This design comes from an exercise in tuning for small area and a short achievable clock period on the open sky130 flow, not from production work.
Only simulation tests tie the RTL to the original design; equivalence was not proved.

[standard.sh]
#!/bin/bash
# synth_recipe.tcl (not shown) runs the flow's synth.tcl, then flattens the netlist and writes it again
# the make line also repeats each setting of config.mk as NAME=value (left out here)
make -C /OpenROAD-flow-scripts/flow DESIGN_CONFIG=/design/flow/config.mk WORK_HOME=/design/flow/orfs CLKGATE_MAP_FILE= SYNTH_SCRIPT=/design/flow/synth_recipe.tcl "${@:-finish}"
[flow/run.sh]
#!/bin/bash
# Standard layout, with plain buf_1 cells (instead of the default delay buffers) as the
# buffers that every input and output port gets.
set -euo pipefail
export BUFFER_PORTS_ARGS="-buffer_cell sky130_fd_sc_hd__buf_1"
bash standard.sh > standard.log 2>&1
[constraint.sdc]
create_clock -name core_clock -period 42.0 [get_ports {clk}]
set_input_delay 8.4000 -clock core_clock [delete_from_list [all_inputs] [get_ports {clk}]]
set_output_delay 8.4000 -clock core_clock [all_outputs]
set_load 0.01 [all_outputs]
[design.v]
module processor(clk, rst, i_dataValid, i_packet, o_answer);
  input clk;
  input rst;
  input i_dataValid;
  input [31:0] i_packet;
  output reg [31:0] o_answer;
  reg [6:0] rf;
  reg f;
  wire dir = i_packet[31];
  wire [30:0] v;
  gate8 ug0 (.d(i_packet[7:0]), .vld(i_dataValid), .rst(rst), .q(v[7:0]));
  gate8 ug1 (.d(i_packet[15:8]), .vld(i_dataValid), .rst(rst), .q(v[15:8]));
  gate8 ug2 (.d(i_packet[23:16]), .vld(i_dataValid), .rst(rst), .q(v[23:16]));
  gate8 ug3 (.d({1'b0, i_packet[30:24]}), .vld(i_dataValid), .rst(rst), .q({nc_unused, v[30:24]}));
  wire nc_unused;
  wire [31:0] a = o_answer;
  wire [6:0] rneg = (rf == 7'd0) ? 7'd0 : 7'd100 - rf;
  wire [6:0] rin = (dir ^ f) ? rneg : rf;
  wire [9:0] c0 = v[11:2];
  wire [9:0] c1 = v[21:12];
  wire [8:0] c2 = v[30:22];
  wire [9:0] c1n = ~c1;
  wire [8:0] c2n = ~c2;
  wire [2:0] uq = {1'b0, v[1:0]} + {1'b0, rin[1:0]};
  wire cc = uq[2];
  wire ns_1, nc_2;
  fa uns_1 (.a(c0[0]), .b(c1n[0]), .c(c2[0]), .s(ns_1), .co(nc_2));
  wire ns_3, nc_4;
  fa uns_3 (.a(c0[7]), .b(c1n[7]), .c(c2[7]), .s(ns_3), .co(nc_4));
  wire ns_5, nc_6;
  fa uns_5 (.a(rin[2]), .b(cc), .c(ns_1), .s(ns_5), .co(nc_6));
  wire ns_7 = ~(c0[1] ^ c1n[1]);
  wire nc_8 = c0[1] | c1n[1];
  wire ns_9, nc_10;
  fa uns_9 (.a(c2[1]), .b(c0[8]), .c(c0[7]), .s(ns_9), .co(nc_10));
  wire ns_11, nc_12;
  fa uns_11 (.a(c1n[8]), .b(c1n[7]), .c(c2[8]), .s(ns_11), .co(nc_12));
  wire ns_13, nc_14;
  fa uns_13 (.a(c2[7]), .b(rin[3]), .c(ns_7), .s(ns_13), .co(nc_14));
  wire ns_15, nc_16;
  fa uns_15 (.a(nc_2), .b(nc_4), .c(ns_9), .s(ns_15), .co(nc_16));
  wire ns_17, nc_18;
  fa uns_17 (.a(ns_11), .b(ns_13), .c(nc_6), .s(ns_17), .co(nc_18));
  wire ns_19, nc_20;
  fa uns_19 (.a(c0[2]), .b(c1n[2]), .c(c2[2]), .s(ns_19), .co(nc_20));
  wire ns_21, nc_22;
  fa uns_21 (.a(c0[9]), .b(c0[8]), .c(c1n[9]), .s(ns_21), .co(nc_22));
  wire ns_23, nc_24;
  fa uns_23 (.a(c1n[8]), .b(c2[8]), .c(rin[4]), .s(ns_23), .co(nc_24));
  wire ns_25, nc_26;
  fa uns_25 (.a(nc_8), .b(nc_10), .c(nc_12), .s(ns_25), .co(nc_26));
  wire ns_27, nc_28;
  fa uns_27 (.a(ns_19), .b(ns_21), .c(ns_23), .s(ns_27), .co(nc_28));
  wire ns_29, nc_30;
  fa uns_29 (.a(nc_14), .b(nc_16), .c(ns_25), .s(ns_29), .co(nc_30));
  wire ns_31, nc_32;
  ha uns_31 (.a(ns_27), .b(nc_18), .s(ns_31), .co(nc_32));
  wire ns_33, nc_34;
  fa uns_33 (.a(c0[3]), .b(c1n[3]), .c(c2[3]), .s(ns_33), .co(nc_34));
  wire ns_35, nc_36;
  fa uns_35 (.a(c0[9]), .b(c1n[9]), .c(rin[5]), .s(ns_35), .co(nc_36));
  wire ns_37, nc_38;
  fa uns_37 (.a(nc_20), .b(nc_22), .c(ns_33), .s(ns_37), .co(nc_38));
  wire ns_39, nc_40;
  fa uns_39 (.a(nc_24), .b(ns_35), .c(nc_26), .s(ns_39), .co(nc_40));
  wire ns_41, nc_42;
  fa uns_41 (.a(ns_37), .b(nc_28), .c(nc_30), .s(ns_41), .co(nc_42));
  wire ns_43, nc_44;
  ha uns_43 (.a(ns_39), .b(nc_32), .s(ns_43), .co(nc_44));
  wire ns_45, nc_46;
  fa uns_45 (.a(c0[4]), .b(c1n[4]), .c(c2[4]), .s(ns_45), .co(nc_46));
  wire ns_47, nc_48;
  fa uns_47 (.a(rin[6]), .b(nc_34), .c(ns_45), .s(ns_47), .co(nc_48));
  wire ns_49, nc_50;
  fa uns_49 (.a(nc_36), .b(nc_38), .c(ns_47), .s(ns_49), .co(nc_50));
  wire ns_51, nc_52;
  fa uns_51 (.a(nc_40), .b(ns_49), .c(nc_42), .s(ns_51), .co(nc_52));
  wire ns_53, nc_54;
  fa uns_53 (.a(c0[5]), .b(c1n[5]), .c(c2[5]), .s(ns_53), .co(nc_54));
  wire ns_55, nc_56;
  fa uns_55 (.a(nc_46), .b(ns_53), .c(nc_48), .s(ns_55), .co(nc_56));
  wire ns_57, nc_58;
  ha uns_57 (.a(nc_50), .b(ns_55), .s(ns_57), .co(nc_58));
  wire ns_59, nc_60;
  fa uns_59 (.a(c0[6]), .b(c1n[6]), .c(c2[6]), .s(ns_59), .co(nc_60));
  wire ns_61, nc_62;
  fa uns_61 (.a(nc_54), .b(ns_59), .c(nc_56), .s(ns_61), .co(nc_62));
  wire ng_63, np_64;
  ha unp_64 (.a(ns_3), .b(ns_5), .s(np_64), .co(ng_63));
  wire ng_65, np_66;
  ha unp_66 (.a(ns_15), .b(ns_17), .s(np_66), .co(ng_65));
  wire ng_67, np_68;
  ha unp_68 (.a(ns_29), .b(ns_31), .s(np_68), .co(ng_67));
  wire ng_69, np_70;
  ha unp_70 (.a(ns_41), .b(ns_43), .s(np_70), .co(ng_69));
  wire ng_71, np_72;
  ha unp_72 (.a(nc_44), .b(ns_51), .s(np_72), .co(ng_71));
  wire ng_73, np_74;
  ha unp_74 (.a(ns_57), .b(nc_52), .s(np_74), .co(ng_73));
  wire ng_75, np_76;
  ha unp_76 (.a(nc_58), .b(ns_61), .s(np_76), .co(ng_75));
  wire ng_77, np_78;
  ha unp_78 (.a(nc_60), .b(nc_62), .s(np_78), .co(ng_77));
  wire nG_79;
  ao21 unG_79 (.a(ng_65), .b(np_66), .c(ng_63), .y(nG_79));
  wire nP_80;
  an2 unP_80 (.a(np_66), .b(np_64), .y(nP_80));
  wire nG_81;
  ao21 unG_81 (.a(ng_69), .b(np_70), .c(ng_67), .y(nG_81));
  wire nP_82;
  an2 unP_82 (.a(np_70), .b(np_68), .y(nP_82));
  wire nG_83;
  ao21 unG_83 (.a(ng_73), .b(np_74), .c(ng_71), .y(nG_83));
  wire nP_84;
  an2 unP_84 (.a(np_74), .b(np_72), .y(nP_84));
  wire nG_85;
  ao21 unG_85 (.a(ng_77), .b(np_78), .c(ng_75), .y(nG_85));
  wire nP_86;
  an2 unP_86 (.a(np_78), .b(np_76), .y(nP_86));
  wire nG_87;
  ao21 unG_87 (.a(ng_67), .b(np_68), .c(nG_79), .y(nG_87));
  wire nP_88;
  an2 unP_88 (.a(np_68), .b(nP_80), .y(nP_88));
  wire nG_89;
  ao21 unG_89 (.a(nG_81), .b(nP_82), .c(nG_79), .y(nG_89));
  wire nP_90;
  an2 unP_90 (.a(nP_82), .b(nP_80), .y(nP_90));
  wire nG_91;
  ao21 unG_91 (.a(ng_75), .b(np_76), .c(nG_83), .y(nG_91));
  wire nP_92;
  an2 unP_92 (.a(np_76), .b(nP_84), .y(nP_92));
  wire nG_93;
  ao21 unG_93 (.a(nG_85), .b(nP_86), .c(nG_83), .y(nG_93));
  wire nP_94;
  an2 unP_94 (.a(nP_86), .b(nP_84), .y(nP_94));
  wire nG_95;
  ao21 unG_95 (.a(ng_71), .b(np_72), .c(nG_89), .y(nG_95));
  wire nP_96;
  an2 unP_96 (.a(np_72), .b(nP_90), .y(nP_96));
  wire nG_97;
  ao21 unG_97 (.a(nG_83), .b(nP_84), .c(nG_89), .y(nG_97));
  wire nP_98;
  an2 unP_98 (.a(nP_84), .b(nP_90), .y(nP_98));
  wire nG_99;
  ao21 unG_99 (.a(nG_91), .b(nP_92), .c(nG_89), .y(nG_99));
  wire nP_100;
  an2 unP_100 (.a(nP_92), .b(nP_90), .y(nP_100));
  wire nG_101;
  ao21 unG_101 (.a(nG_93), .b(nP_94), .c(nG_89), .y(nG_101));
  wire nP_102;
  an2 unP_102 (.a(nP_94), .b(nP_90), .y(nP_102));
  wire no_103;
  xr2 uno_103 (.a(np_66), .b(ng_63), .y(no_103));
  wire no_104;
  xr2 uno_104 (.a(np_68), .b(nG_79), .y(no_104));
  wire no_105;
  xr2 uno_105 (.a(np_70), .b(nG_87), .y(no_105));
  wire no_106;
  xr2 uno_106 (.a(np_72), .b(nG_89), .y(no_106));
  wire no_107;
  xr2 uno_107 (.a(np_74), .b(nG_95), .y(no_107));
  wire no_108;
  xr2 uno_108 (.a(np_76), .b(nG_97), .y(no_108));
  wire no_109;
  xr2 uno_109 (.a(np_78), .b(nG_99), .y(no_109));
  wire [8:0] fp = {nG_101, no_109, no_108, no_107, no_106, no_105, no_104, no_103, np_64};
  wire [4:0] qf, rr, th;
  ftab utab (.f(fp[8:4]), .qf(qf), .rr(rr), .th(th));
  wire [5:0] s = {1'b0, rr} + {2'b0, fp[3:0]};
  wire k = {1'b0, fp[3:0]} >= th;        
  wire [4:0] ry = k ? s[4:0] + 5'd7 : s[4:0];
  wire [6:0] m = {ry, uq[1:0]};
  wire ns_110, nc_111;
  fa uns_110 (.a(a[0]), .b(c1[0]), .c(c2n[0]), .s(ns_110), .co(nc_111));
  wire ns_112, nc_113;
  fa uns_112 (.a(c0[7]), .b(c1n[7]), .c(c2[7]), .s(ns_112), .co(nc_113));
  wire ns_114, nc_115;
  ha uns_114 (.a(ns_110), .b(ns_112), .s(ns_114), .co(nc_115));
  wire ns_116, nc_117;
  fa uns_116 (.a(a[1]), .b(c1[1]), .c(c2n[1]), .s(ns_116), .co(nc_117));
  wire ns_118, nc_119;
  fa uns_118 (.a(c0[8]), .b(c1n[8]), .c(c2[8]), .s(ns_118), .co(nc_119));
  wire ns_120, nc_121;
  fa uns_120 (.a(nc_111), .b(nc_113), .c(ns_116), .s(ns_120), .co(nc_121));
  wire ns_122, nc_123;
  fa uns_122 (.a(ns_118), .b(nc_115), .c(ns_120), .s(ns_122), .co(nc_123));
  wire ns_124, nc_125;
  fa uns_124 (.a(a[2]), .b(c1[2]), .c(c2n[2]), .s(ns_124), .co(nc_125));
  wire ns_126, nc_127;
  fa uns_126 (.a(c0[9]), .b(c0[7]), .c(c1n[9]), .s(ns_126), .co(nc_127));
  wire ns_128, nc_129;
  fa uns_128 (.a(c1n[7]), .b(c2[7]), .c(nc_117), .s(ns_128), .co(nc_129));
  wire ns_130, nc_131;
  fa uns_130 (.a(nc_119), .b(ns_124), .c(ns_126), .s(ns_130), .co(nc_131));
  wire ns_132, nc_133;
  fa uns_132 (.a(nc_121), .b(ns_128), .c(ns_130), .s(ns_132), .co(nc_133));
  wire ns_134, nc_135;
  ha uns_134 (.a(nc_123), .b(ns_132), .s(ns_134), .co(nc_135));
  wire ns_136, nc_137;
  fa uns_136 (.a(a[3]), .b(c1[3]), .c(c1[0]), .s(ns_136), .co(nc_137));
  wire ns_138, nc_139;
  fa uns_138 (.a(c2n[0]), .b(c2n[3]), .c(c0[8]), .s(ns_138), .co(nc_139));
  wire ns_140, nc_141;
  fa uns_140 (.a(c1n[8]), .b(c2[8]), .c(nc_125), .s(ns_140), .co(nc_141));
  wire ns_142, nc_143;
  fa uns_142 (.a(nc_127), .b(ns_136), .c(ns_138), .s(ns_142), .co(nc_143));
  wire ns_144, nc_145;
  fa uns_144 (.a(nc_129), .b(nc_131), .c(ns_140), .s(ns_144), .co(nc_145));
  wire ns_146, nc_147;
  fa uns_146 (.a(ns_142), .b(nc_133), .c(ns_144), .s(ns_146), .co(nc_147));
  wire ns_148, nc_149;
  ha uns_148 (.a(nc_135), .b(ns_146), .s(ns_148), .co(nc_149));
  wire ns_150, nc_151;
  fa uns_150 (.a(a[4]), .b(c1[4]), .c(c1[1]), .s(ns_150), .co(nc_151));
  wire ns_152, nc_153;
  fa uns_152 (.a(c2n[1]), .b(c2n[4]), .c(c0[9]), .s(ns_152), .co(nc_153));
  wire ns_154, nc_155;
  fa uns_154 (.a(c1n[9]), .b(nc_137), .c(nc_139), .s(ns_154), .co(nc_155));
  wire ns_156, nc_157;
  fa uns_156 (.a(ns_150), .b(ns_152), .c(nc_141), .s(ns_156), .co(nc_157));
  wire ns_158, nc_159;
  fa uns_158 (.a(nc_143), .b(ns_154), .c(nc_145), .s(ns_158), .co(nc_159));
  wire ns_160, nc_161;
  fa uns_160 (.a(ns_156), .b(nc_147), .c(ns_158), .s(ns_160), .co(nc_161));
  wire ns_162, nc_163;
  ha uns_162 (.a(nc_149), .b(ns_160), .s(ns_162), .co(nc_163));
  wire ns_164, nc_165;
  fa uns_164 (.a(a[5]), .b(c1[5]), .c(c1[2]), .s(ns_164), .co(nc_165));
  wire ns_166, nc_167;
  fa uns_166 (.a(c1[0]), .b(c2n[0]), .c(c2n[2]), .s(ns_166), .co(nc_167));
  wire ns_168, nc_169;
  fa uns_168 (.a(c2n[5]), .b(nc_151), .c(nc_153), .s(ns_168), .co(nc_169));
  wire ns_170, nc_171;
  fa uns_170 (.a(ns_164), .b(ns_166), .c(nc_155), .s(ns_170), .co(nc_171));
  wire ns_172, nc_173;
  fa uns_172 (.a(ns_168), .b(nc_157), .c(ns_170), .s(ns_172), .co(nc_173));
  wire ns_174, nc_175;
  fa uns_174 (.a(nc_159), .b(ns_172), .c(nc_161), .s(ns_174), .co(nc_175));
  wire ns_176, nc_177;
  ha uns_176 (.a(nc_163), .b(ns_174), .s(ns_176), .co(nc_177));
  wire ns_178, nc_179;
  fa uns_178 (.a(a[6]), .b(c1[6]), .c(c1[3]), .s(ns_178), .co(nc_179));
  wire ns_180, nc_181;
  fa uns_180 (.a(c1[1]), .b(c2n[1]), .c(c2n[3]), .s(ns_180), .co(nc_181));
  wire ns_182, nc_183;
  fa uns_182 (.a(c2n[6]), .b(nc_165), .c(nc_167), .s(ns_182), .co(nc_183));
  wire ns_184, nc_185;
  fa uns_184 (.a(ns_178), .b(ns_180), .c(nc_169), .s(ns_184), .co(nc_185));
  wire ns_186, nc_187;
  fa uns_186 (.a(ns_182), .b(nc_171), .c(ns_184), .s(ns_186), .co(nc_187));
  wire ns_188, nc_189;
  fa uns_188 (.a(nc_173), .b(ns_186), .c(nc_175), .s(ns_188), .co(nc_189));
  wire ns_190, nc_191;
  fa uns_190 (.a(a[7]), .b(c1[7]), .c(c1[4]), .s(ns_190), .co(nc_191));
  wire ns_192, nc_193;
  fa uns_192 (.a(c1[2]), .b(c2n[2]), .c(c2n[4]), .s(ns_192), .co(nc_193));
  wire ns_194, nc_195;
  fa uns_194 (.a(c2n[7]), .b(nc_179), .c(nc_181), .s(ns_194), .co(nc_195));
  wire ns_196, nc_197;
  fa uns_196 (.a(ns_190), .b(ns_192), .c(nc_183), .s(ns_196), .co(nc_197));
  wire ns_198, nc_199;
  fa uns_198 (.a(ns_194), .b(nc_185), .c(ns_196), .s(ns_198), .co(nc_199));
  wire ns_200, nc_201;
  ha uns_200 (.a(nc_187), .b(ns_198), .s(ns_200), .co(nc_201));
  wire ns_202, nc_203;
  fa uns_202 (.a(a[8]), .b(c1[8]), .c(c1[5]), .s(ns_202), .co(nc_203));
  wire ns_204, nc_205;
  fa uns_204 (.a(c1[3]), .b(c2n[3]), .c(c2n[5]), .s(ns_204), .co(nc_205));
  wire ns_206, nc_207;
  fa uns_206 (.a(c2n[8]), .b(nc_191), .c(nc_193), .s(ns_206), .co(nc_207));
  wire ns_208, nc_209;
  fa uns_208 (.a(ns_202), .b(ns_204), .c(nc_195), .s(ns_208), .co(nc_209));
  wire ns_210, nc_211;
  fa uns_210 (.a(ns_206), .b(nc_197), .c(ns_208), .s(ns_210), .co(nc_211));
  wire ns_212, nc_213;
  ha uns_212 (.a(nc_199), .b(ns_210), .s(ns_212), .co(nc_213));
  wire ns_214 = ~(a[9] ^ c1[9]);
  wire nc_215 = a[9] | c1[9];
  wire ns_216, nc_217;
  fa uns_216 (.a(c1[6]), .b(c1[4]), .c(c2n[4]), .s(ns_216), .co(nc_217));
  wire ns_218, nc_219;
  fa uns_218 (.a(c2n[6]), .b(ns_214), .c(nc_203), .s(ns_218), .co(nc_219));
  wire ns_220, nc_221;
  fa uns_220 (.a(nc_205), .b(ns_216), .c(nc_207), .s(ns_220), .co(nc_221));
  wire ns_222, nc_223;
  fa uns_222 (.a(ns_218), .b(nc_209), .c(ns_220), .s(ns_222), .co(nc_223));
  wire ns_224, nc_225;
  ha uns_224 (.a(nc_211), .b(ns_222), .s(ns_224), .co(nc_225));
  wire ns_226 = ~(a[10] ^ c1[7]);
  wire nc_227 = a[10] | c1[7];
  wire ns_228, nc_229;
  fa uns_228 (.a(c1[5]), .b(c2[0]), .c(c2n[5]), .s(ns_228), .co(nc_229));
  wire ns_230, nc_231;
  fa uns_230 (.a(c2n[7]), .b(nc_215), .c(ns_226), .s(ns_230), .co(nc_231));
  wire ns_232, nc_233;
  fa uns_232 (.a(nc_217), .b(ns_228), .c(ns_230), .s(ns_232), .co(nc_233));
  wire ns_234, nc_235;
  fa uns_234 (.a(nc_219), .b(ns_232), .c(nc_221), .s(ns_234), .co(nc_235));
  wire ns_236, nc_237;
  ha uns_236 (.a(nc_223), .b(ns_234), .s(ns_236), .co(nc_237));
  wire ns_238 = ~(a[11] ^ c1[8]);
  wire nc_239 = a[11] | c1[8];
  wire ns_240, nc_241;
  fa uns_240 (.a(c1[6]), .b(c2[1]), .c(c2n[6]), .s(ns_240), .co(nc_241));
  wire ns_242, nc_243;
  fa uns_242 (.a(c2n[8]), .b(nc_227), .c(ns_238), .s(ns_242), .co(nc_243));
  wire ns_244, nc_245;
  fa uns_244 (.a(nc_229), .b(ns_240), .c(nc_231), .s(ns_244), .co(nc_245));
  wire ns_246, nc_247;
  fa uns_246 (.a(ns_242), .b(nc_233), .c(ns_244), .s(ns_246), .co(nc_247));
  wire ns_248, nc_249;
  ha uns_248 (.a(ns_246), .b(nc_235), .s(ns_248), .co(nc_249));
  wire ns_250, nc_251;
  fa uns_250 (.a(a[12]), .b(c1[9]), .c(c1[7]), .s(ns_250), .co(nc_251));
  wire ns_252, nc_253;
  fa uns_252 (.a(c2[2]), .b(c2n[7]), .c(nc_239), .s(ns_252), .co(nc_253));
  wire ns_254, nc_255;
  fa uns_254 (.a(nc_241), .b(ns_250), .c(nc_243), .s(ns_254), .co(nc_255));
  wire ns_256, nc_257;
  fa uns_256 (.a(ns_252), .b(nc_245), .c(ns_254), .s(ns_256), .co(nc_257));
  wire ns_258, nc_259;
  ha uns_258 (.a(nc_247), .b(ns_256), .s(ns_258), .co(nc_259));
  wire ns_260 = ~(a[13] ^ c1[8]);
  wire nc_261 = a[13] | c1[8];
  wire ns_262, nc_263;
  fa uns_262 (.a(c2[0]), .b(c2[3]), .c(c2n[8]), .s(ns_262), .co(nc_263));
  wire ns_264, nc_265;
  fa uns_264 (.a(ns_260), .b(nc_251), .c(ns_262), .s(ns_264), .co(nc_265));
  wire ns_266, nc_267;
  fa uns_266 (.a(nc_253), .b(ns_264), .c(nc_255), .s(ns_266), .co(nc_267));
  wire ns_268, nc_269;
  ha uns_268 (.a(nc_257), .b(ns_266), .s(ns_268), .co(nc_269));
  wire ns_270, nc_271;
  fa uns_270 (.a(a[14]), .b(c1[9]), .c(c2[1]), .s(ns_270), .co(nc_271));
  wire ns_272, nc_273;
  fa uns_272 (.a(c2[4]), .b(nc_261), .c(nc_263), .s(ns_272), .co(nc_273));
  wire ns_274, nc_275;
  fa uns_274 (.a(ns_270), .b(nc_265), .c(ns_272), .s(ns_274), .co(nc_275));
  wire ns_276, nc_277;
  ha uns_276 (.a(ns_274), .b(nc_267), .s(ns_276), .co(nc_277));
  wire ns_278 = ~(a[15] ^ c2[0]);
  wire nc_279 = a[15] | c2[0];
  wire ns_280, nc_281;
  fa uns_280 (.a(c2[2]), .b(c2[5]), .c(ns_278), .s(ns_280), .co(nc_281));
  wire ns_282, nc_283;
  fa uns_282 (.a(nc_271), .b(ns_280), .c(nc_273), .s(ns_282), .co(nc_283));
  wire ns_284, nc_285;
  ha uns_284 (.a(nc_275), .b(ns_282), .s(ns_284), .co(nc_285));
  wire ns_286 = ~(a[16] ^ c2[1]);
  wire nc_287 = a[16] | c2[1];
  wire ns_288, nc_289;
  fa uns_288 (.a(c2[3]), .b(c2[6]), .c(nc_279), .s(ns_288), .co(nc_289));
  wire ns_290, nc_291;
  fa uns_290 (.a(ns_286), .b(nc_281), .c(ns_288), .s(ns_290), .co(nc_291));
  wire ns_292, nc_293;
  ha uns_292 (.a(ns_290), .b(nc_283), .s(ns_292), .co(nc_293));
  wire ns_294 = ~(a[17] ^ c2[2]);
  wire nc_295 = a[17] | c2[2];
  wire ns_296, nc_297;
  fa uns_296 (.a(c2[4]), .b(c2[7]), .c(nc_287), .s(ns_296), .co(nc_297));
  wire ns_298, nc_299;
  fa uns_298 (.a(ns_294), .b(nc_289), .c(ns_296), .s(ns_298), .co(nc_299));
  wire ns_300, nc_301;
  ha uns_300 (.a(nc_291), .b(ns_298), .s(ns_300), .co(nc_301));
  wire ns_302 = ~(a[18] ^ c2[3]);
  wire nc_303 = a[18] | c2[3];
  wire ns_304, nc_305;
  fa uns_304 (.a(c2[5]), .b(c2[8]), .c(nc_295), .s(ns_304), .co(nc_305));
  wire ns_306, nc_307;
  fa uns_306 (.a(ns_302), .b(nc_297), .c(ns_304), .s(ns_306), .co(nc_307));
  wire ns_308, nc_309;
  ha uns_308 (.a(nc_299), .b(ns_306), .s(ns_308), .co(nc_309));
  wire ns_310 = ~(a[19] ^ c2[4]);
  wire nc_311 = a[19] | c2[4];
  wire ns_312, nc_313;
  fa uns_312 (.a(c2[6]), .b(nc_303), .c(ns_310), .s(ns_312), .co(nc_313));
  wire ns_314, nc_315;
  fa uns_314 (.a(nc_305), .b(ns_312), .c(nc_307), .s(ns_314), .co(nc_315));
  wire ns_316 = ~(a[20] ^ c2[5]);
  wire nc_317 = a[20] | c2[5];
  wire ns_318, nc_319;
  fa uns_318 (.a(c2[7]), .b(nc_311), .c(ns_316), .s(ns_318), .co(nc_319));
  wire ns_320, nc_321;
  ha uns_320 (.a(nc_313), .b(ns_318), .s(ns_320), .co(nc_321));
  wire ns_322 = ~(a[21] ^ c2[6]);
  wire nc_323 = a[21] | c2[6];
  wire ns_324, nc_325;
  fa uns_324 (.a(c2[8]), .b(nc_317), .c(ns_322), .s(ns_324), .co(nc_325));
  wire ns_326, nc_327;
  ha uns_326 (.a(nc_319), .b(ns_324), .s(ns_326), .co(nc_327));
  wire ns_328 = ~(a[22] ^ c2[7]);
  wire nc_329 = a[22] | c2[7];
  wire ns_330, nc_331;
  fa uns_330 (.a(nc_323), .b(ns_328), .c(nc_325), .s(ns_330), .co(nc_331));
  wire ns_332 = ~(a[23] ^ c2[8]);
  wire nc_333 = a[23] | c2[8];
  wire ns_334, nc_335;
  ha uns_334 (.a(nc_329), .b(ns_332), .s(ns_334), .co(nc_335));
  wire ns_336 = ~(a[24] ^ nc_333);
  wire nc_337 = a[24] | nc_333;
  wire ns_338 = ~a[25];
  wire ns_339 = ~a[26];
  wire ns_340 = ~a[27];
  wire ns_341 = ~a[28];
  wire ns_342 = ~a[29];
  wire ns_343 = ~a[30];
  wire ns_344 = ~a[31];
  wire ng_345, np_346;
  ha unp_346 (.a(ns_114), .b(qf[0]), .s(np_346), .co(ng_345));
  wire ng_347, np_348;
  ha unp_348 (.a(ns_122), .b(qf[1]), .s(np_348), .co(ng_347));
  wire ng_349, np_350;
  ha unp_350 (.a(ns_134), .b(qf[2]), .s(np_350), .co(ng_349));
  wire ng_351, np_352;
  ha unp_352 (.a(ns_148), .b(qf[3]), .s(np_352), .co(ng_351));
  wire ng_353, np_354;
  ha unp_354 (.a(ns_162), .b(qf[4]), .s(np_354), .co(ng_353));
  wire nG_355;
  ao21 unG_355 (.a(ng_347), .b(np_348), .c(ng_345), .y(nG_355));
  wire nP_356;
  an2 unP_356 (.a(np_348), .b(np_346), .y(nP_356));
  wire nG_357;
  ao21 unG_357 (.a(ng_351), .b(np_352), .c(ng_349), .y(nG_357));
  wire nP_358;
  an2 unP_358 (.a(np_352), .b(np_350), .y(nP_358));
  wire nG_359;
  an2 unG_359 (.a(ns_176), .b(ng_353), .y(nG_359));
  wire nP_360;
  an2 unP_360 (.a(ns_176), .b(np_354), .y(nP_360));
  wire nG_361;
  ao21 unG_361 (.a(ng_349), .b(np_350), .c(nG_355), .y(nG_361));
  wire nP_362;
  an2 unP_362 (.a(np_350), .b(nP_356), .y(nP_362));
  wire nG_363;
  ao21 unG_363 (.a(nG_357), .b(nP_358), .c(nG_355), .y(nG_363));
  wire nP_364;
  an2 unP_364 (.a(nP_358), .b(nP_356), .y(nP_364));
  wire nG_365;
  ao21 unG_365 (.a(ng_353), .b(np_354), .c(nG_363), .y(nG_365));
  wire nP_366;
  an2 unP_366 (.a(np_354), .b(nP_364), .y(nP_366));
  wire nG_367;
  ao21 unG_367 (.a(nG_359), .b(nP_360), .c(nG_363), .y(nG_367));
  wire nP_368;
  an2 unP_368 (.a(nP_360), .b(nP_364), .y(nP_368));
  wire no_369;
  xr2 uno_369 (.a(np_346), .b(k), .y(no_369));
  wire nG_370;
  ao21 unG_370 (.a(ng_345), .b(np_346), .c(k), .y(nG_370));
  wire no_371;
  xr2 uno_371 (.a(np_348), .b(nG_370), .y(no_371));
  wire nG_372;
  ao21 unG_372 (.a(nG_355), .b(nP_356), .c(k), .y(nG_372));
  wire no_373;
  xr2 uno_373 (.a(np_350), .b(nG_372), .y(no_373));
  wire nG_374;
  ao21 unG_374 (.a(nG_361), .b(nP_362), .c(k), .y(nG_374));
  wire no_375;
  xr2 uno_375 (.a(np_352), .b(nG_374), .y(no_375));
  wire nG_376;
  ao21 unG_376 (.a(nG_363), .b(nP_364), .c(k), .y(nG_376));
  wire no_377;
  xr2 uno_377 (.a(np_354), .b(nG_376), .y(no_377));
  wire nG_378;
  ao21 unG_378 (.a(nG_365), .b(nP_366), .c(k), .y(nG_378));
  wire no_379;
  xr2 uno_379 (.a(ns_176), .b(nG_378), .y(no_379));
  wire nG_380;
  ao21 unG_380 (.a(nG_367), .b(nP_368), .c(k), .y(nG_380));
  wire ng_381, np_382;
  ha unp_382 (.a(nc_177), .b(ns_188), .s(np_382), .co(ng_381));
  wire ng_383, np_384;
  ha unp_384 (.a(ns_200), .b(nc_189), .s(np_384), .co(ng_383));
  wire ng_385, np_386;
  ha unp_386 (.a(nc_201), .b(ns_212), .s(np_386), .co(ng_385));
  wire ng_387, np_388;
  ha unp_388 (.a(nc_213), .b(ns_224), .s(np_388), .co(ng_387));
  wire ng_389, np_390;
  ha unp_390 (.a(ns_236), .b(nc_225), .s(np_390), .co(ng_389));
  wire ng_391, np_392;
  ha unp_392 (.a(nc_237), .b(ns_248), .s(np_392), .co(ng_391));
  wire ng_393, np_394;
  ha unp_394 (.a(ns_258), .b(nc_249), .s(np_394), .co(ng_393));
  wire ng_395, np_396;
  ha unp_396 (.a(nc_259), .b(ns_268), .s(np_396), .co(ng_395));
  wire ng_397, np_398;
  ha unp_398 (.a(ns_276), .b(nc_269), .s(np_398), .co(ng_397));
  wire ng_399, np_400;
  ha unp_400 (.a(ns_284), .b(nc_277), .s(np_400), .co(ng_399));
  wire ng_401, np_402;
  ha unp_402 (.a(nc_285), .b(ns_292), .s(np_402), .co(ng_401));
  wire ng_403, np_404;
  ha unp_404 (.a(ns_300), .b(nc_293), .s(np_404), .co(ng_403));
  wire ng_405, np_406;
  ha unp_406 (.a(nc_301), .b(ns_308), .s(np_406), .co(ng_405));
  wire ng_407, np_408;
  ha unp_408 (.a(nc_309), .b(ns_314), .s(np_408), .co(ng_407));
  wire ng_409, np_410;
  ha unp_410 (.a(ns_320), .b(nc_315), .s(np_410), .co(ng_409));
  wire ng_411, np_412;
  ha unp_412 (.a(nc_321), .b(ns_326), .s(np_412), .co(ng_411));
  wire ng_413, np_414;
  ha unp_414 (.a(nc_327), .b(ns_330), .s(np_414), .co(ng_413));
  wire ng_415, np_416;
  ha unp_416 (.a(ns_334), .b(nc_331), .s(np_416), .co(ng_415));
  wire ng_417, np_418;
  ha unp_418 (.a(ns_336), .b(nc_335), .s(np_418), .co(ng_417));
  wire ng_419, np_420;
  ha unp_420 (.a(ns_338), .b(nc_337), .s(np_420), .co(ng_419));
  wire ng_421, np_422;
  ha unp_422 (.a(a[25]), .b(ns_339), .s(np_422), .co(ng_421));
  wire ng_423, np_424;
  ha unp_424 (.a(a[26]), .b(ns_340), .s(np_424), .co(ng_423));
  wire ng_425, np_426;
  ha unp_426 (.a(a[27]), .b(ns_341), .s(np_426), .co(ng_425));
  wire ng_427, np_428;
  ha unp_428 (.a(a[28]), .b(ns_342), .s(np_428), .co(ng_427));
  wire ng_429, np_430;
  ha unp_430 (.a(a[29]), .b(ns_343), .s(np_430), .co(ng_429));
  wire ng_431, np_432;
  ha unp_432 (.a(a[30]), .b(ns_344), .s(np_432), .co(ng_431));
  wire nG_433;
  ao21 unG_433 (.a(ng_383), .b(np_384), .c(ng_381), .y(nG_433));
  wire nP_434;
  an2 unP_434 (.a(np_384), .b(np_382), .y(nP_434));
  wire nG_435;
  ao21 unG_435 (.a(ng_387), .b(np_388), .c(ng_385), .y(nG_435));
  wire nP_436;
  an2 unP_436 (.a(np_388), .b(np_386), .y(nP_436));
  wire nG_437;
  ao21 unG_437 (.a(ng_391), .b(np_392), .c(ng_389), .y(nG_437));
  wire nP_438;
  an2 unP_438 (.a(np_392), .b(np_390), .y(nP_438));
  wire nG_439;
  ao21 unG_439 (.a(ng_395), .b(np_396), .c(ng_393), .y(nG_439));
  wire nP_440;
  an2 unP_440 (.a(np_396), .b(np_394), .y(nP_440));
  wire nG_441;
  ao21 unG_441 (.a(ng_399), .b(np_400), .c(ng_397), .y(nG_441));
  wire nP_442;
  an2 unP_442 (.a(np_400), .b(np_398), .y(nP_442));
  wire nG_443;
  ao21 unG_443 (.a(ng_403), .b(np_404), .c(ng_401), .y(nG_443));
  wire nP_444;
  an2 unP_444 (.a(np_404), .b(np_402), .y(nP_444));
  wire nG_445;
  ao21 unG_445 (.a(ng_407), .b(np_408), .c(ng_405), .y(nG_445));
  wire nP_446;
  an2 unP_446 (.a(np_408), .b(np_406), .y(nP_446));
  wire nG_447;
  ao21 unG_447 (.a(ng_411), .b(np_412), .c(ng_409), .y(nG_447));
  wire nP_448;
  an2 unP_448 (.a(np_412), .b(np_410), .y(nP_448));
  wire nG_449;
  ao21 unG_449 (.a(ng_415), .b(np_416), .c(ng_413), .y(nG_449));
  wire nP_450;
  an2 unP_450 (.a(np_416), .b(np_414), .y(nP_450));
  wire nG_451;
  ao21 unG_451 (.a(ng_419), .b(np_420), .c(ng_417), .y(nG_451));
  wire nP_452;
  an2 unP_452 (.a(np_420), .b(np_418), .y(nP_452));
  wire nG_453;
  ao21 unG_453 (.a(ng_423), .b(np_424), .c(ng_421), .y(nG_453));
  wire nP_454;
  an2 unP_454 (.a(np_424), .b(np_422), .y(nP_454));
  wire nG_455;
  ao21 unG_455 (.a(ng_427), .b(np_428), .c(ng_425), .y(nG_455));
  wire nP_456;
  an2 unP_456 (.a(np_428), .b(np_426), .y(nP_456));
  wire nG_457;
  ao21 unG_457 (.a(ng_431), .b(np_432), .c(ng_429), .y(nG_457));
  wire nP_458;
  an2 unP_458 (.a(np_432), .b(np_430), .y(nP_458));
  wire nG_459;
  ao21 unG_459 (.a(nG_435), .b(nP_436), .c(nG_433), .y(nG_459));
  wire nP_460;
  an2 unP_460 (.a(nP_436), .b(nP_434), .y(nP_460));
  wire nG_461;
  ao21 unG_461 (.a(nG_439), .b(nP_440), .c(nG_437), .y(nG_461));
  wire nP_462;
  an2 unP_462 (.a(nP_440), .b(nP_438), .y(nP_462));
  wire nG_463;
  ao21 unG_463 (.a(nG_443), .b(nP_444), .c(nG_441), .y(nG_463));
  wire nP_464;
  an2 unP_464 (.a(nP_444), .b(nP_442), .y(nP_464));
  wire nG_465;
  ao21 unG_465 (.a(nG_447), .b(nP_448), .c(nG_445), .y(nG_465));
  wire nP_466;
  an2 unP_466 (.a(nP_448), .b(nP_446), .y(nP_466));
  wire nG_467;
  ao21 unG_467 (.a(nG_451), .b(nP_452), .c(nG_449), .y(nG_467));
  wire nP_468;
  an2 unP_468 (.a(nP_452), .b(nP_450), .y(nP_468));
  wire nG_469;
  ao21 unG_469 (.a(nG_455), .b(nP_456), .c(nG_453), .y(nG_469));
  wire nP_470;
  an2 unP_470 (.a(nP_456), .b(nP_454), .y(nP_470));
  wire nG_471;
  ao21 unG_471 (.a(nG_461), .b(nP_462), .c(nG_459), .y(nG_471));
  wire nP_472;
  an2 unP_472 (.a(nP_462), .b(nP_460), .y(nP_472));
  wire nG_473;
  ao21 unG_473 (.a(nG_465), .b(nP_466), .c(nG_463), .y(nG_473));
  wire nP_474;
  an2 unP_474 (.a(nP_466), .b(nP_464), .y(nP_474));
  wire nG_475;
  ao21 unG_475 (.a(nG_469), .b(nP_470), .c(nG_467), .y(nG_475));
  wire nP_476;
  an2 unP_476 (.a(nP_470), .b(nP_468), .y(nP_476));
  wire nG_477;
  ao21 unG_477 (.a(nG_473), .b(nP_474), .c(nG_471), .y(nG_477));
  wire nP_478;
  an2 unP_478 (.a(nP_474), .b(nP_472), .y(nP_478));
  wire nG_479;
  ao21 unG_479 (.a(nG_475), .b(nP_476), .c(nG_477), .y(nG_479));
  wire nP_480;
  an2 unP_480 (.a(nP_476), .b(nP_478), .y(nP_480));
  wire nG_481;
  ao21 unG_481 (.a(nG_463), .b(nP_464), .c(nG_471), .y(nG_481));
  wire nP_482;
  an2 unP_482 (.a(nP_464), .b(nP_472), .y(nP_482));
  wire nG_483;
  ao21 unG_483 (.a(nG_467), .b(nP_468), .c(nG_477), .y(nG_483));
  wire nP_484;
  an2 unP_484 (.a(nP_468), .b(nP_478), .y(nP_484));
  wire nG_485;
  ao21 unG_485 (.a(nG_437), .b(nP_438), .c(nG_459), .y(nG_485));
  wire nP_486;
  an2 unP_486 (.a(nP_438), .b(nP_460), .y(nP_486));
  wire nG_487;
  ao21 unG_487 (.a(nG_441), .b(nP_442), .c(nG_471), .y(nG_487));
  wire nP_488;
  an2 unP_488 (.a(nP_442), .b(nP_472), .y(nP_488));
  wire nG_489;
  ao21 unG_489 (.a(nG_445), .b(nP_446), .c(nG_481), .y(nG_489));
  wire nP_490;
  an2 unP_490 (.a(nP_446), .b(nP_482), .y(nP_490));
  wire nG_491;
  ao21 unG_491 (.a(nG_449), .b(nP_450), .c(nG_477), .y(nG_491));
  wire nP_492;
  an2 unP_492 (.a(nP_450), .b(nP_478), .y(nP_492));
  wire nG_493;
  ao21 unG_493 (.a(nG_453), .b(nP_454), .c(nG_483), .y(nG_493));
  wire nP_494;
  an2 unP_494 (.a(nP_454), .b(nP_484), .y(nP_494));
  wire nG_495;
  ao21 unG_495 (.a(nG_457), .b(nP_458), .c(nG_479), .y(nG_495));
  wire nP_496;
  an2 unP_496 (.a(nP_458), .b(nP_480), .y(nP_496));
  wire nG_497;
  ao21 unG_497 (.a(ng_385), .b(np_386), .c(nG_433), .y(nG_497));
  wire nP_498;
  an2 unP_498 (.a(np_386), .b(nP_434), .y(nP_498));
  wire nG_499;
  ao21 unG_499 (.a(ng_389), .b(np_390), .c(nG_459), .y(nG_499));
  wire nP_500;
  an2 unP_500 (.a(np_390), .b(nP_460), .y(nP_500));
  wire nG_501;
  ao21 unG_501 (.a(ng_393), .b(np_394), .c(nG_485), .y(nG_501));
  wire nP_502;
  an2 unP_502 (.a(np_394), .b(nP_486), .y(nP_502));
  wire nG_503;
  ao21 unG_503 (.a(ng_397), .b(np_398), .c(nG_471), .y(nG_503));
  wire nP_504;
  an2 unP_504 (.a(np_398), .b(nP_472), .y(nP_504));
  wire nG_505;
  ao21 unG_505 (.a(ng_401), .b(np_402), .c(nG_487), .y(nG_505));
  wire nP_506;
  an2 unP_506 (.a(np_402), .b(nP_488), .y(nP_506));
  wire nG_507;
  ao21 unG_507 (.a(ng_405), .b(np_406), .c(nG_481), .y(nG_507));
  wire nP_508;
  an2 unP_508 (.a(np_406), .b(nP_482), .y(nP_508));
  wire nG_509;
  ao21 unG_509 (.a(ng_409), .b(np_410), .c(nG_489), .y(nG_509));
  wire nP_510;
  an2 unP_510 (.a(np_410), .b(nP_490), .y(nP_510));
  wire nG_511;
  ao21 unG_511 (.a(ng_413), .b(np_414), .c(nG_477), .y(nG_511));
  wire nP_512;
  an2 unP_512 (.a(np_414), .b(nP_478), .y(nP_512));
  wire nG_513;
  ao21 unG_513 (.a(ng_417), .b(np_418), .c(nG_491), .y(nG_513));
  wire nP_514;
  an2 unP_514 (.a(np_418), .b(nP_492), .y(nP_514));
  wire nG_515;
  ao21 unG_515 (.a(ng_421), .b(np_422), .c(nG_483), .y(nG_515));
  wire nP_516;
  an2 unP_516 (.a(np_422), .b(nP_484), .y(nP_516));
  wire nG_517;
  ao21 unG_517 (.a(ng_425), .b(np_426), .c(nG_493), .y(nG_517));
  wire nP_518;
  an2 unP_518 (.a(np_426), .b(nP_494), .y(nP_518));
  wire nG_519;
  ao21 unG_519 (.a(ng_429), .b(np_430), .c(nG_479), .y(nG_519));
  wire nP_520;
  an2 unP_520 (.a(np_430), .b(nP_480), .y(nP_520));
  wire no_521;
  xr2 uno_521 (.a(np_382), .b(nG_380), .y(no_521));
  wire nG_522;
  ao21 unG_522 (.a(ng_381), .b(np_382), .c(nG_380), .y(nG_522));
  wire no_523;
  xr2 uno_523 (.a(np_384), .b(nG_522), .y(no_523));
  wire nG_524;
  ao21 unG_524 (.a(nG_433), .b(nP_434), .c(nG_380), .y(nG_524));
  wire no_525;
  xr2 uno_525 (.a(np_386), .b(nG_524), .y(no_525));
  wire nG_526;
  ao21 unG_526 (.a(nG_497), .b(nP_498), .c(nG_380), .y(nG_526));
  wire no_527;
  xr2 uno_527 (.a(np_388), .b(nG_526), .y(no_527));
  wire nG_528;
  ao21 unG_528 (.a(nG_459), .b(nP_460), .c(nG_380), .y(nG_528));
  wire no_529;
  xr2 uno_529 (.a(np_390), .b(nG_528), .y(no_529));
  wire nG_530;
  ao21 unG_530 (.a(nG_499), .b(nP_500), .c(nG_380), .y(nG_530));
  wire no_531;
  xr2 uno_531 (.a(np_392), .b(nG_530), .y(no_531));
  wire nG_532;
  ao21 unG_532 (.a(nG_485), .b(nP_486), .c(nG_380), .y(nG_532));
  wire no_533;
  xr2 uno_533 (.a(np_394), .b(nG_532), .y(no_533));
  wire nG_534;
  ao21 unG_534 (.a(nG_501), .b(nP_502), .c(nG_380), .y(nG_534));
  wire no_535;
  xr2 uno_535 (.a(np_396), .b(nG_534), .y(no_535));
  wire nG_536;
  ao21 unG_536 (.a(nG_471), .b(nP_472), .c(nG_380), .y(nG_536));
  wire no_537;
  xr2 uno_537 (.a(np_398), .b(nG_536), .y(no_537));
  wire nG_538;
  ao21 unG_538 (.a(nG_503), .b(nP_504), .c(nG_380), .y(nG_538));
  wire no_539;
  xr2 uno_539 (.a(np_400), .b(nG_538), .y(no_539));
  wire nG_540;
  ao21 unG_540 (.a(nG_487), .b(nP_488), .c(nG_380), .y(nG_540));
  wire no_541;
  xr2 uno_541 (.a(np_402), .b(nG_540), .y(no_541));
  wire nG_542;
  ao21 unG_542 (.a(nG_505), .b(nP_506), .c(nG_380), .y(nG_542));
  wire no_543;
  xr2 uno_543 (.a(np_404), .b(nG_542), .y(no_543));
  wire nG_544;
  ao21 unG_544 (.a(nG_481), .b(nP_482), .c(nG_380), .y(nG_544));
  wire no_545;
  xr2 uno_545 (.a(np_406), .b(nG_544), .y(no_545));
  wire nG_546;
  ao21 unG_546 (.a(nG_507), .b(nP_508), .c(nG_380), .y(nG_546));
  wire no_547;
  xr2 uno_547 (.a(np_408), .b(nG_546), .y(no_547));
  wire nG_548;
  ao21 unG_548 (.a(nG_489), .b(nP_490), .c(nG_380), .y(nG_548));
  wire no_549;
  xr2 uno_549 (.a(np_410), .b(nG_548), .y(no_549));
  wire nG_550;
  ao21 unG_550 (.a(nG_509), .b(nP_510), .c(nG_380), .y(nG_550));
  wire no_551;
  xr2 uno_551 (.a(np_412), .b(nG_550), .y(no_551));
  wire nG_552;
  ao21 unG_552 (.a(nG_477), .b(nP_478), .c(nG_380), .y(nG_552));
  wire no_553;
  xr2 uno_553 (.a(np_414), .b(nG_552), .y(no_553));
  wire nG_554;
  ao21 unG_554 (.a(nG_511), .b(nP_512), .c(nG_380), .y(nG_554));
  wire no_555;
  xr2 uno_555 (.a(np_416), .b(nG_554), .y(no_555));
  wire nG_556;
  ao21 unG_556 (.a(nG_491), .b(nP_492), .c(nG_380), .y(nG_556));
  wire no_557;
  xr2 uno_557 (.a(np_418), .b(nG_556), .y(no_557));
  wire nG_558;
  ao21 unG_558 (.a(nG_513), .b(nP_514), .c(nG_380), .y(nG_558));
  wire no_559;
  xr2 uno_559 (.a(np_420), .b(nG_558), .y(no_559));
  wire nG_560;
  ao21 unG_560 (.a(nG_483), .b(nP_484), .c(nG_380), .y(nG_560));
  wire no_561;
  xr2 uno_561 (.a(np_422), .b(nG_560), .y(no_561));
  wire nG_562;
  ao21 unG_562 (.a(nG_515), .b(nP_516), .c(nG_380), .y(nG_562));
  wire no_563;
  xr2 uno_563 (.a(np_424), .b(nG_562), .y(no_563));
  wire nG_564;
  ao21 unG_564 (.a(nG_493), .b(nP_494), .c(nG_380), .y(nG_564));
  wire no_565;
  xr2 uno_565 (.a(np_426), .b(nG_564), .y(no_565));
  wire nG_566;
  ao21 unG_566 (.a(nG_517), .b(nP_518), .c(nG_380), .y(nG_566));
  wire no_567;
  xr2 uno_567 (.a(np_428), .b(nG_566), .y(no_567));
  wire nG_568;
  ao21 unG_568 (.a(nG_479), .b(nP_480), .c(nG_380), .y(nG_568));
  wire no_569;
  xr2 uno_569 (.a(np_430), .b(nG_568), .y(no_569));
  wire nG_570;
  ao21 unG_570 (.a(nG_519), .b(nP_520), .c(nG_380), .y(nG_570));
  wire no_571;
  xr2 uno_571 (.a(np_432), .b(nG_570), .y(no_571));
  wire nG_572;
  ao21 unG_572 (.a(nG_495), .b(nP_496), .c(nG_380), .y(nG_572));
  wire [31:0] sum = {no_571, no_569, no_567, no_565, no_563, no_561, no_559, no_557, no_555, no_553, no_551, no_549, no_547, no_545, no_543, no_541, no_539, no_537, no_535, no_533, no_531, no_529, no_527, no_525, no_523, no_521, no_379, no_377, no_375, no_373, no_371, no_369};
  always @(posedge clk) begin
    o_answer <= rst ? 32'd0 : sum;
    rf <= rst ? 7'd50 : m;
    f <= dir;
  end
endmodule
module ftab(input [4:0] f, output [4:0] qf, output [4:0] rr, output [4:0] th);
  assign qf[0] = (f == 5'd2) | (f == 5'd3) | (f == 5'd5) | (f == 5'd6) | (f == 5'd8) | (f == 5'd9) | (f == 5'd11) | (f == 5'd12) | (f == 5'd15) | (f == 5'd18) | (f == 5'd21) | (f == 5'd24) | (f == 5'd27) | (f == 5'd28) | (f == 5'd30) | (f == 5'd31);
  assign qf[1] = (f == 5'd4) | (f == 5'd5) | (f == 5'd6) | (f == 5'd10) | (f == 5'd11) | (f == 5'd12) | (f == 5'd16) | (f == 5'd17) | (f == 5'd18) | (f == 5'd22) | (f == 5'd23) | (f == 5'd24) | (f == 5'd29) | (f == 5'd30) | (f == 5'd31);
  assign qf[2] = (f == 5'd7) | (f == 5'd8) | (f == 5'd9) | (f == 5'd10) | (f == 5'd11) | (f == 5'd12) | (f == 5'd19) | (f == 5'd20) | (f == 5'd21) | (f == 5'd22) | (f == 5'd23) | (f == 5'd24);
  assign qf[3] = (f == 5'd13) | (f == 5'd14) | (f == 5'd15) | (f == 5'd16) | (f == 5'd17) | (f == 5'd18) | (f == 5'd19) | (f == 5'd20) | (f == 5'd21) | (f == 5'd22) | (f == 5'd23) | (f == 5'd24);
  assign qf[4] = (f == 5'd25) | (f == 5'd26) | (f == 5'd27) | (f == 5'd28) | (f == 5'd29) | (f == 5'd30) | (f == 5'd31);
  assign rr[0] = (f == 5'd2) | (f == 5'd3) | (f == 5'd5) | (f == 5'd6) | (f == 5'd8) | (f == 5'd9) | (f == 5'd11) | (f == 5'd12) | (f == 5'd15) | (f == 5'd18) | (f == 5'd21) | (f == 5'd24) | (f == 5'd27) | (f == 5'd28) | (f == 5'd30) | (f == 5'd31);
  assign rr[1] = (f == 5'd2) | (f == 5'd3) | (f == 5'd4) | (f == 5'd8) | (f == 5'd9) | (f == 5'd10) | (f == 5'd15) | (f == 5'd16) | (f == 5'd17) | (f == 5'd21) | (f == 5'd22) | (f == 5'd23) | (f == 5'd27) | (f == 5'd28) | (f == 5'd29);
  assign rr[2] = (f == 5'd2) | (f == 5'd3) | (f == 5'd4) | (f == 5'd5) | (f == 5'd6) | (f == 5'd7) | (f == 5'd15) | (f == 5'd16) | (f == 5'd17) | (f == 5'd18) | (f == 5'd19) | (f == 5'd20) | (f == 5'd27) | (f == 5'd28) | (f == 5'd29) | (f == 5'd30) | (f == 5'd31);
  assign rr[3] = (f == 5'd4) | (f == 5'd7) | (f == 5'd10) | (f == 5'd13) | (f == 5'd14) | (f == 5'd15) | (f == 5'd18) | (f == 5'd21) | (f == 5'd24) | (f == 5'd29);
  assign rr[4] = (f == 5'd1) | (f == 5'd3) | (f == 5'd6) | (f == 5'd9) | (f == 5'd12) | (f == 5'd14) | (f == 5'd17) | (f == 5'd20) | (f == 5'd23) | (f == 5'd26) | (f == 5'd28) | (f == 5'd31);
  assign th[0] = (f == 5'd0) | (f == 5'd1) | (f == 5'd4) | (f == 5'd7) | (f == 5'd10) | (f == 5'd13) | (f == 5'd14) | (f == 5'd16) | (f == 5'd17) | (f == 5'd19) | (f == 5'd20) | (f == 5'd22) | (f == 5'd23) | (f == 5'd25) | (f == 5'd26) | (f == 5'd29);
  assign th[1] = (f == 5'd2) | (f == 5'd3) | (f == 5'd4) | (f == 5'd8) | (f == 5'd9) | (f == 5'd10) | (f == 5'd15) | (f == 5'd16) | (f == 5'd17) | (f == 5'd21) | (f == 5'd22) | (f == 5'd23) | (f == 5'd27) | (f == 5'd28) | (f == 5'd29);
  assign th[2] = (f == 5'd5) | (f == 5'd6) | (f == 5'd7) | (f == 5'd8) | (f == 5'd9) | (f == 5'd10) | (f == 5'd18) | (f == 5'd19) | (f == 5'd20) | (f == 5'd21) | (f == 5'd22) | (f == 5'd23) | (f == 5'd30) | (f == 5'd31);
  assign th[3] = (f == 5'd0) | (f == 5'd1) | (f == 5'd4) | (f == 5'd7) | (f == 5'd10) | (f == 5'd11) | (f == 5'd12) | (f == 5'd15) | (f == 5'd18) | (f == 5'd21) | (f == 5'd25) | (f == 5'd26) | (f == 5'd29);
  assign th[4] = (f == 5'd0) | (f == 5'd2) | (f == 5'd5) | (f == 5'd8) | (f == 5'd11) | (f == 5'd13) | (f == 5'd16) | (f == 5'd19) | (f == 5'd22) | (f == 5'd24) | (f == 5'd25) | (f == 5'd27) | (f == 5'd30);
endmodule
module gate8(input [7:0] d, input vld, input rst, output [7:0] q);
  wire g = vld & ~rst;
  assign q = d & {8{g}};
endmodule
module fa(input a, input b, input c, output s, output co);
  assign s = a ^ b ^ c;
  assign co = (a & b) | (a & c) | (b & c);
endmodule
module ao21(input a, input b, input c, output y);
  assign y = a | (b & c);
endmodule
module an2(input a, input b, output y);
  assign y = a & b;
endmodule
module xr2(input a, input b, output y);
  assign y = a ^ b;
endmodule
module ha(input a, input b, output s, output co);
  assign s = a ^ b;
  assign co = a & b;
endmodule
[config.mk]
export PLATFORM = sky130hd
export DESIGN_NAME = processor
export DESIGN_NICKNAME = processor
export VERILOG_FILES = /design/flow/design.v
export SDC_FILE = /design/flow/constraint.sdc
export NUM_CORES = 4
export LEC_CHECK = 0
export CAP_MARGIN = 20
export CORE_MARGIN = 2
export CORE_UTILIZATION = 60
export SLEW_MARGIN = 20
export SYNTH_HIERARCHICAL = 1
==> notes.md <==
## cell type report
| cell class | instances | area (um^2) | area share, % |
|---|---|---|---|
| flip-flops and latches | 40 | 801 | 10.3 |
| clock inverters | 3 | 46.3 | 0.598 |
| multi-input cells | 578 | 6000 | 77.5 |
| clock buffers | 5 | 125 | 1.62 |
| repair buffers | 71 | 287 | 3.70 |
| well taps | 147 | 184 | 2.37 |
| inverters | 80 | 300 | 3.88 |
## layout by cell type (no fill, tap or decap), types with 2 or more instances in the layout
| cell type | instances |
|---|---|
| a211oi_1 | 4 |
| fa_1 | 109 |
| mux2i_1 | 3 |
| ha_1 | 88 |
| nor4_1 | 2 |
| buf_1 | 65 |
| nand2b_1 | 5 |
| nor2_1 | 11 |
| nand3_1 | 4 |
| inv_1 | 80 |
| o21ai_0 | 11 |
| nor3b_1 | 2 |
| nand2_1 | 11 |
| and3b_1 | 32 |
| o21a_1 | 3 |
| buf_4 | 5 |
| xnor2_1 | 6 |
| clkbuf_16 | 5 |
| xor2_1 | 42 |
| a21o_1 | 95 |
| and3_1 | 6 |
| or2_2 | 2 |
| o31ai_1 | 4 |
| dfxtp_1 | 40 |
| a32oi_1 | 2 |
| o211ai_1 | 4 |
| a21oi_1 | 11 |
| nor3_1 | 4 |
| nand3b_1 | 2 |
| and2_1 | 55 |
| nor2b_1 | 37 |
## state kept, by name, summed over array words and instances, names as in the netlist
name,cells
f,1
o_answer,32
rf,7
## per-stage QoR
step	worst slack (ns)	hold slack, ns	utilization (%)	area, um^2
3_5_place_dp	25.62	0.700	63.9	7570
5_1_grt	25.22	0.778	65.3	7740
6_report	25.80	0.707	65.3	7740
2_1_floorplan	27.36	0.690	-	7210
4_1_cts	25.89	0.716	65.3	7740
3_3_place_gp	25.81	0.680	63.9	7570
## worst max path at each step
stage                      start      endpoint  slack (ns)
floorplan           i_packet[31]  o_answer[20]       27.36
global placement     i_dataValid  o_answer[26]       25.81
detailed placement   i_dataValid  o_answer[19]       25.62
CTS                  i_dataValid  o_answer[19]       25.89
global route         i_dataValid  o_answer[16]       25.22
finish               i_dataValid  o_answer[19]       25.80
## worst register-to-register path, delay by kind of cell, from the launching register on
| kind | cells | cell delay, ns |
|---|---|---|
| flip-flops | 1 | 0.36 |
| buffers and inverters | 2 | 0.39 |
| adder cells (fa/ha/maj) | 8 | 2.51 |
| multiplexers | 1 | 0.29 |
| AND/OR/NAND/NOR | 5 | 0.70 |
| XOR/XNOR | 3 | 0.68 |
| AO/OA/AOI/OAI | 9 | 2.87 |
## metal layers
metal,vias to the layer above,GRT usage [%]
met2,70,45.9
met3,16,4.09
li1,2515,-
met5,-,0
met1,2559,37.9
met4,0,5.45
==> results.toml <==
[global_routing]
grt_max_degree = 72
grt_pass1_wl_um = 27600
track_usage_pct = 27.2
grt_pass1_vias = 5481
antenna_found_initial = 0
gr-total-overflow = 0

[detailed_routing]
wl_um = 16000
met2_length_um = 7800
drtAntennaViolNets = 0
vias_per_cell = 5.58
drt_iter0_drc = 295
wl_met1_um = 7480
routed-via-count = 5160
highest_layer = "met4"
drc = 0
wl_met3_um = 480
drt-pass1-iter-count = 4
wire_per_inst_um = 17.3

[clocking]
cts-buffers-inserted = 5
clock-sinks = 40
post-cts-setup-buffer-count = 0
path_clk_slew_ns = 0.07
ctsResizeCount = 0
cts_max_path_buffers = 2
cts-root-buf = "clkbuf_16"
h-tree-depth = 2
worstSkewPairLatency_ns = 0.30
ctsHoldBuffers = 0
cts_tree = "yes"

[setup_path]
critical_path_class = "primary input to flip-flop"
crit_chain = "buf_1 > and3b_1 > inv_1 > fa_1 > fa_1 > fa_1 > fa_1 > fa_1 > ha_1 > and2_1 > and2_1 > a21o_1 > maj3_2 > or3b_1 > and3_1 > ha_1 > nor2b_1 > o21ai_1 > a22o_1 > a21o_1 > a21o_1 > xor2_1 > nor2b_1"
critPathRequiredTime_ns = 42.23
cp_slowest_stage_delay_ns = 0.86
ff2ff_path_depth = 28
crit_buf_inv = 2
cp_slowest_cell = "a21o_1"
reg2reg_slack_ns = 34.11
cp_common_cell = "fa_1"
r2r-start = "f"
r2r_end = "o_answer[19]"
critPathArrivalTime_ns = 16.44
crit_path_end_kind = "flip-flop"
cpLargestDelayFamily = "adder cells"
start_kind = "primary input"
cp.depth = 23
path_max_fanout = 31

[die]
pin_count = 67
rows = 40
die_x_um = 114
initial_core_util_pct = 60.8
dieHeight_um = 114
dieArea_mm2 = 0.0129
core_area_mm2 = 0.0119

[hold_path]
hold_class = "flip-flop to flip-flop"
hold_start = "o_answer[31]"
worstHoldPathCells = 4
hold_path_end = "o_answer[31]"

[sta]
slew_violations = 0
setup_tns_ns = 0
worstMarginPinSlew_ns = 1.07
max_freq_mhz = 61.7
maxSlewHeadroom_pct = 28.6
setup_violations = 0
rsz0062_at_grt = "no"
period_minus_slack_ns = 16.20
finClkSkew_ns = 0.00391
hold_viol_final = 0
timing.final.crit_share_pct = 38.6

[place]
gp_congestion = 0.841
dp.cells = 916
port_buffers = 66
hpwl_um = 13100

[yosys]
syn_area_mm2 = 0.00721
ys.warnings.count = 7
synth.avg_cell_area_um2 = 10.1
syn_inst = 717
synthesis.nets = 949

[cells_and_area]
synthToLayoutAreaGrowth_pct = 7.43
stdcell_count = 924
final.fill_count = 1004
nNetsFinal = 1008
drive_gt1_share_pct = 3.47
num_antenna_cells = 0

[run]
maxCapViolCount = 0

[status]
status = "timing/DRC/antenna clean"

## separate check: timing with driven ports
How much do the figures lean on ideal ports? The routed layout below was timed once more, with nothing changed but the port constraints. Step 1, drivers: a clkbuf_16 drives clk and a buf_2 each remaining input, both assumed. Step 2 times the ports against the registers' clock, not the clock port: input delays grow and output delays shrink by t, the midpoint of the rising clock arrivals with the driver on. Slacks: ideal ports / drivers / drivers and shift; pairs: ideal ports / drivers.
t (ns): 0.337
setup slack, ns: 25.799 / 25.809 / 25.472
worst setup path after step 2: input to register
latest minus earliest clock arrival (ns): 0.004 / 0.004
pins driven straight from the clock port: 1
After both steps setup and hold are still met in this run. The setup slack of this run moves by +0.010 ns with the drivers and by -0.327 ns with both steps.
